Background: an optimization exercise with open tools, aiming at small area. Do not read the settings as production practice. Where RTL was checked, it was by simulation tests only, not by an equivalence proof against the original. Power and IR drop assume default switching activity.

==> module sensory_neuron, before the edit <==
module sensory_neuron(clk, rst, distance, start, wnext);
	input clk, rst, start;
	input [6:0] distance;
	output [6:0] wnext;
	reg [6:0] d1;
	reg [99:0] an, nb;
	wire nr = ~rst;
	wire st = start & nr;
	wire [7:0] plo;
	wire [15:0] phi;
	genvar k;
	generate
		for (k = 0; k < 8; k = k + 1) begin : g_lo
			assign plo[k] = nr & (d1[2:0] == k);
		end
		for (k = 0; k < 16; k = k + 1) begin : g_hi
			assign phi[k] = (d1[6:3] == k);
		end
	endgenerate
	wire [99:0] m, an_next, nb_next, fire_next;
	generate
		for (k = 0; k < 100; k = k + 1) begin : g_n
			assign m[k] = plo[(k + 2) % 8] & phi[(k + 2) / 8];
			assign an_next[k] = ~((nb[k] & m[k]) | (nb[k] & an[k] & nr));
			assign nb_next[k] = an[k] & nr & (nb[k] | start);
			assign fire_next[k] = ~an_next[k] & ~nb_next[k];
		end
	endgenerate
	always @(posedge clk) begin
		d1 <= distance;
		an <= an_next;
		nb <= nb_next;
	end
	wire fire = |fire_next;
	assign wnext = fire ? d1 : 7'd0;
endmodule
==> module memory_neuron, before the edit <==
module memory_neuron(v, rAddr, hit, th, dot);
	input [19:0] v;
	input [4:0] rAddr;
	output hit;
	output reg [6:0] th;
	output [4:0] dot;
	wire [31:0] vx = {12'd0, v};
	assign hit = vx[rAddr];
	always @(*)
		case (rAddr)
			5'd0: th = 7'd100;  5'd1: th = 7'd95;  5'd2: th = 7'd90;  5'd3: th = 7'd85;
			5'd4: th = 7'd80;   5'd5: th = 7'd75;  5'd6: th = 7'd70;  5'd7: th = 7'd65;
			5'd8: th = 7'd60;   5'd9: th = 7'd55;  5'd10: th = 7'd50; 5'd11: th = 7'd45;
			5'd12: th = 7'd40;  5'd13: th = 7'd35; 5'd14: th = 7'd30; 5'd15: th = 7'd25;
			5'd16: th = 7'd20;  5'd17: th = 7'd15; 5'd18: th = 7'd10; 5'd19: th = 7'd5;
			default: th = 7'd0;
		endcase
	assign dot = hit ? rAddr : 5'd0;
endmodule
==> module intelligent_stimuli_comparison_unit, before the edit <==
module intelligent_stimuli_comparison_unit(clk, rst, E, asc, dsc, mode, hit, th, dot,
	colr1, colr, oe, dot_m, c);
	input clk, rst, E, mode, colr1, hit;
	input [6:0] asc, dsc, th;
	input [4:0] dot;
	output reg colr, oe;
	output reg [4:0] dot_m;
	output reg [4:0] c;
	localparam [4:0] S0 = 5'd0, S1 = 5'd1, S2 = 5'd2, S3 = 5'd3, S4a = 5'd4, S5 = 5'd5,
	                 S6 = 5'd6, S7 = 5'd7, S8 = 5'd8, S9 = 5'd9, S10 = 5'd10, S11 = 5'd11,
	                 S12 = 5'd12, S13 = 5'd13, S14 = 5'd14, S15 = 5'd15, S16 = 5'd16,
	                 S17 = 5'd17, S18 = 5'd18, S19 = 5'd19, S4b = 5'd20, S21 = 5'd21,
	                 S22 = 5'd22, S23 = 5'd23, S24 = 5'd24;
	reg [4:0] state, nextstate;
	reg [6:0] ascReg;
	reg [7:0] dscReg;
	reg vL;
	reg [2:0] cnt;
	reg colrHold, oeHold;
	reg [4:0] dot_mHold;
	wire cdone = cnt[2] & ~cnt[1];	 
	wire counting = (state == S8) | (state == S14) | (state == S19) | (state == S21) | (state == S24);
	wire [7:0] rem1 = {1'b0, ascReg} - (vL ? 8'd100 : 8'd0);
	wire [7:0] rem2 = dscReg - (vL ? 8'd100 : 8'd0);
	wire [7:0] remd = dscReg - {1'b0, vL ? th : 7'd0};
	always @(*) begin
		nextstate = state;
		colr = colrHold;
		oe = oeHold;
		dot_m = dot_mHold;
		case (state)
			S0: nextstate = mode ? S1 : S0;
			S1: nextstate = E ? S2 : S3;
			S2: nextstate = S4a;
			S4a: nextstate = S5;
			S5: nextstate = rem1[7] ? S6 : (rem1 == 8'd0) ? S8 : S9;
			S6: nextstate = S7;
			S7: nextstate = (c < 5'd20) ? S5 : S11;
			S8: begin
				colr = colr1; dot_m = 5'd0; oe = 1'b1;
				nextstate = cdone ? S10 : S8;
			end
			S9: nextstate = S2;
			S10: begin
				oe = 1'b0;
				nextstate = S5;
			end
			S11: nextstate = rem2[7] ? S12 : (rem2 == 8'd0) ? S14 : S15;
			S12: nextstate = S13;
			S13: nextstate = (c < 5'd20) ? S11 : S0;
			S14: begin
				colr = 1'b0; dot_m = 5'd0; oe = 1'b1;
				nextstate = cdone ? S16 : S14;
			end
			S15: nextstate = S4b;
			S4b: nextstate = S11;
			S16: begin
				oe = 1'b0;
				nextstate = S11;
			end
			S3: nextstate = S17;
			S17: begin
				oe = 1'b0;
				nextstate = S18;
			end
			S18: nextstate = (ascReg == 7'd0) ? S19 : S18;
			S19: begin
				colr = colr1; dot_m = 5'd0; oe = 1'b1;
				nextstate = cdone ? S22 : S19;
			end
			S21: nextstate = cdone ? S17 : S21;
			S22: begin
				oe = 1'b0;
				nextstate = (remd == 8'd0) ? S24 : S23;
			end
			S23: begin
				colr = 1'b0; dot_m = dot; oe = 1'b1;
				nextstate = S21;
			end
			S24: begin
				colr = 1'b0; dot_m = dot; oe = 1'b1;
				nextstate = cdone ? S0 : S24;
			end
			default: nextstate = state;
		endcase
	end
	always @(posedge clk) begin
		if (rst) begin
			state <= S0;
			colrHold <= 1'b0;
			oeHold <= 1'b0;
			dot_mHold <= 5'd0;
		end else begin
			state <= nextstate;
			colrHold <= colr;
			oeHold <= oe;
			dot_mHold <= dot_m;
		end
		cnt <= counting ? {cnt[1:0], ~cnt[2]} : 3'd0;
		if (state == S1) begin
			ascReg <= asc;
			dscReg <= {1'b0, dsc};
		end
		if (state == S9)
			ascReg <= rem1[6:0];
		if (state == S15)
			dscReg <= rem2;
		if (state == S23)
			dscReg <= remd;
		if (state == S4a || state == S4b || state == S17)
			vL <= hit;
		if (state == S2 || state == S15 || (state == S7 && !(c < 5'd20)))
			c <= 5'd0;
		if (state == S3)
			c <= 5'd20;
		if (state == S6 || state == S12)
			c <= c + 5'd1;
		if (state == S23)
			c <= c - 5'd1;
	end
endmodule
export LEC_CHECK = 0
export CAP_MARGIN = 0
export CORE_MARGIN = 2
export CORE_UTILIZATION = 60
export CTS_BUF_LIST = sky130_fd_sc_hd__clkbuf_2 sky130_fd_sc_hd__clkbuf_4 sky130_fd_sc_hd__clkbuf_8
export CTS_CLUSTER_DIAMETER = 60
export CTS_CLUSTER_SIZE = 20
export PLACE_DENSITY = 0.7
export SLEW_MARGIN = 0
create_clock -name core_clock -period 10.0 [get_ports {clk}]
standard.sh (not shown) runs the stock make flow with config.mk's settings and CLKGATE_MAP_FILE= SYNTH_SCRIPT=/design/flow/synth_recipe.tcl, a recipe that flattens the netlist after the stock synthesis.
==> flow/flow/run.sh <==
#!/bin/bash
# Layout flow: the standard flow (standard.sh) with two changes.
# 1. Synthesis is the standard flow's synthesis script with the ABC step given an
#    area-oriented script (flow/area.abc) and without the adder-cell mapping.
#    Registers, their names and their cell types are those of the standard
#    synthesis; only the combinational mapping differs.
# 2. Ports are buffered with sky130_fd_sc_hd__buf_1.
# 3. Clock tree synthesis does not add dummy clock loads.
# Each tool's full output stays in the ORFS logs folder (orfs/logs/...); the
# make output of each step is written to a log file here.
set -euo pipefail
HERE=$(pwd)
MAKECMD=$(grep '^make ' standard.sh)
MAKECMD=$(echo "$MAKECMD" | sed -E "s#SYNTH_SCRIPT=[^ ]+#SYNTH_SCRIPT=$HERE/flow/area_synth.tcl ADDER_MAP_FILE=#; s#\"\\\$\{@:-finish\}\"#synth#")
echo "$MAKECMD" > synth_cmd.log
export MY_ABC_SCRIPT=$HERE/flow/area.abc
eval "$MAKECMD" > synth_make.log 2>&1
export BUFFER_PORTS_ARGS="-buffer_cell sky130_fd_sc_hd__buf_1"
export CTS_ARGS="-sink_clustering_enable -repair_clock_nets -sink_clustering_size 18 -sink_clustering_max_diameter 50 -buf_list {sky130_fd_sc_hd__clkbuf_2 sky130_fd_sc_hd__clkbuf_4 sky130_fd_sc_hd__clkbuf_8} -dont_use_dummy_load"
bash standard.sh > standard_make.log 2>&1
==> flow/flow/area.abc <==
strash
dch -f
amap
strash
dch -f
amap
topo
stime -c
==> flow/flow/area_synth.tcl <==
proc synth {args} { yosys synth -nofsm -noshare {*}$args }
proc abc {args} {
  set i [lsearch -exact $args -script]
  if {$i >= 0} { lset args [expr {$i + 1}] $::env(MY_ABC_SCRIPT) }
  yosys abc {*}$args
}
source $::env(SCRIPTS_DIR)/synth.tcl
# left out here: clear keep_hierarchy, flatten, clean up, hide names made inside functions, write 1_2_yosys.v
The baseline produced a clean layout.
Edit:
--- a/flow/design.v
+++ b/flow/design.v
@@ -3,35 +3,34 @@
 	input [6:0] distance;
 	output [6:0] wnext;
 	reg [6:0] d1;
-	reg [99:0] an, nb;
+	reg [99:0] Xn, Yn;
+	reg F, E1;
 	wire nr = ~rst;
 	wire st = start & nr;
+	wire g = F & E1;
+	wire [99:0] m;
 	wire [7:0] plo;
 	wire [15:0] phi;
 	genvar k;
 	generate
 		for (k = 0; k < 8; k = k + 1) begin : g_lo
-			assign plo[k] = nr & (d1[2:0] == k);
+			assign plo[k] = nr & ~g & (d1[2:0] == k);
 		end
 		for (k = 0; k < 16; k = k + 1) begin : g_hi
 			assign phi[k] = (d1[6:3] == k);
 		end
+		for (k = 0; k < 100; k = k + 1) begin : g_m
+			assign m[k] = plo[(k + 2) % 8] & phi[(k + 2) / 8];
+		end
 	endgenerate
-	wire [99:0] m, an_next, nb_next, fire_next;
-	generate
-		for (k = 0; k < 100; k = k + 1) begin : g_n
-			assign m[k] = plo[(k + 2) % 8] & phi[(k + 2) / 8];
-			assign an_next[k] = ~((nb[k] & m[k]) | (nb[k] & an[k] & nr));
-			assign nb_next[k] = an[k] & nr & (nb[k] | start);
-			assign fire_next[k] = ~an_next[k] & ~nb_next[k];
-		end
-	endgenerate
+	wire fire = |(~Xn & ~Yn & m);
 	always @(posedge clk) begin
 		d1 <= distance;
-		an <= an_next;
-		nb <= nb_next;
-	end
-	wire fire = |fire_next;
+		E1 <= (distance == d1);
+		F <= fire;
+		Xn <= ~((Xn & {100{st}}) | (~Xn & ((Yn & {100{nr}}) | (~Yn & m))));
+		Yn <= Xn;
+	end
 	assign wnext = fire ? d1 : 7'd0;
 endmodule
 module direction_ganglion(clk, rst, wnext, start, asc_flat, dsc_flat, colr1);
@@ -144,19 +143,11 @@
 	input [19:0] v;
 	input [4:0] rAddr;
 	output hit;
-	output reg [6:0] th;
+	output [6:0] th;
 	output [4:0] dot;
 	wire [31:0] vx = {12'd0, v};
 	assign hit = vx[rAddr];
-	always @(*)
-		case (rAddr)
-			5'd0: th = 7'd100;  5'd1: th = 7'd95;  5'd2: th = 7'd90;  5'd3: th = 7'd85;
-			5'd4: th = 7'd80;   5'd5: th = 7'd75;  5'd6: th = 7'd70;  5'd7: th = 7'd65;
-			5'd8: th = 7'd60;   5'd9: th = 7'd55;  5'd10: th = 7'd50; 5'd11: th = 7'd45;
-			5'd12: th = 7'd40;  5'd13: th = 7'd35; 5'd14: th = 7'd30; 5'd15: th = 7'd25;
-			5'd16: th = 7'd20;  5'd17: th = 7'd15; 5'd18: th = 7'd10; 5'd19: th = 7'd5;
-			default: th = 7'd0;
-		endcase
+	assign th = 7'd100 - {rAddr, 2'b00} - {2'b00, rAddr};
 	assign dot = hit ? rAddr : 5'd0;
 endmodule
 module intelligent_stimuli_comparison_unit(clk, rst, E, asc, dsc, mode, hit, th, dot,
@@ -171,7 +162,7 @@
 	                 S6 = 5'd6, S7 = 5'd7, S8 = 5'd8, S9 = 5'd9, S10 = 5'd10, S11 = 5'd11,
 	                 S12 = 5'd12, S13 = 5'd13, S14 = 5'd14, S15 = 5'd15, S16 = 5'd16,
 	                 S17 = 5'd17, S18 = 5'd18, S19 = 5'd19, S4b = 5'd20, S21 = 5'd21,
-	                 S22 = 5'd22, S23 = 5'd23, S24 = 5'd24;
+	                 S22 = 5'd22, S23 = 5'd23, S24 = 5'd24, S11n = 5'd25;
 	reg [4:0] state, nextstate;
 	reg [6:0] ascReg;
 	reg [7:0] dscReg;
@@ -182,8 +173,7 @@
 	wire cdone = cnt[2] & ~cnt[1];	 
 	wire counting = (state == S8) | (state == S14) | (state == S19) | (state == S21) | (state == S24);
 	wire [7:0] rem1 = {1'b0, ascReg} - (vL ? 8'd100 : 8'd0);
-	wire [7:0] rem2 = dscReg - (vL ? 8'd100 : 8'd0);
-	wire [7:0] remd = dscReg - {1'b0, vL ? th : 7'd0};
+	wire [7:0] rem2 = dscReg - {1'b0, vL ? th : 7'd0};
 	always @(*) begin
 		nextstate = state;
 		colr = colrHold;
@@ -208,7 +198,8 @@
 			end
 			S11: nextstate = rem2[7] ? S12 : (rem2 == 8'd0) ? S14 : S15;
 			S12: nextstate = S13;
-			S13: nextstate = (c < 5'd20) ? S11 : S0;
+			S13: nextstate = (c < 5'd20) ? S11n : S0;
+			S11n: nextstate = S12;	 
 			S14: begin
 				colr = 1'b0; dot_m = 5'd0; oe = 1'b1;
 				nextstate = cdone ? S16 : S14;
@@ -232,7 +223,7 @@
 			S21: nextstate = cdone ? S17 : S21;
 			S22: begin
 				oe = 1'b0;
-				nextstate = (remd == 8'd0) ? S24 : S23;
+				nextstate = (rem2 == 8'd0) ? S24 : S23;
 			end
 			S23: begin
 				colr = 1'b0; dot_m = dot; oe = 1'b1;
@@ -264,10 +255,8 @@
 		end
 		if (state == S9)
 			ascReg <= rem1[6:0];
-		if (state == S15)
+		if (state == S15 || state == S23)
 			dscReg <= rem2;
-		if (state == S23)
-			dscReg <= remd;
 		if (state == S4a || state == S4b || state == S17)
 			vL <= hit;
 		if (state == S2 || state == S15 || (state == S7 && !(c < 5'd20)))
- The changed run finished with timing, DRC and antenna clean
- critical path depth is lower by 3
- clock-buffer cell count falls by 1
- combinational power rises by about 13%
- total power rises by about 10%
- cell count went down by 13%
- area after synthesis is lower by about 4%
The RTL of the first run of this note was laid out without a check of its function.

what the ideal ports hide:
The results above use ideal ports. As a check the final layouts listed here were re-extracted and re-timed, cells and wires unchanged. Step 1, drivers: a clkbuf_16 drives clk and a buf_2 each remaining input, both assumed. Step 2, shift: input delay + t, output delay - t, t = (earliest + latest rising clock arrival at the registers) / 2. This alone moves slack from input paths to output paths. a / b / c = no drivers / after step 1 / after step 2; a / b = the first two.
run	t (ns)	setup WS [ns]	worst hold slack (ns)
the first run	0.624	3.165 / 3.188 / 2.564	0.399 / 0.399 / 0.399
the second run	0.610	2.747 / 2.768 / 2.158	0.352 / 0.352 / 0.352
After both steps every run listed still meets setup and hold. The setup slack of the first run, which loses most, moves by +0.023 ns with the drivers and by -0.601 ns with both steps.
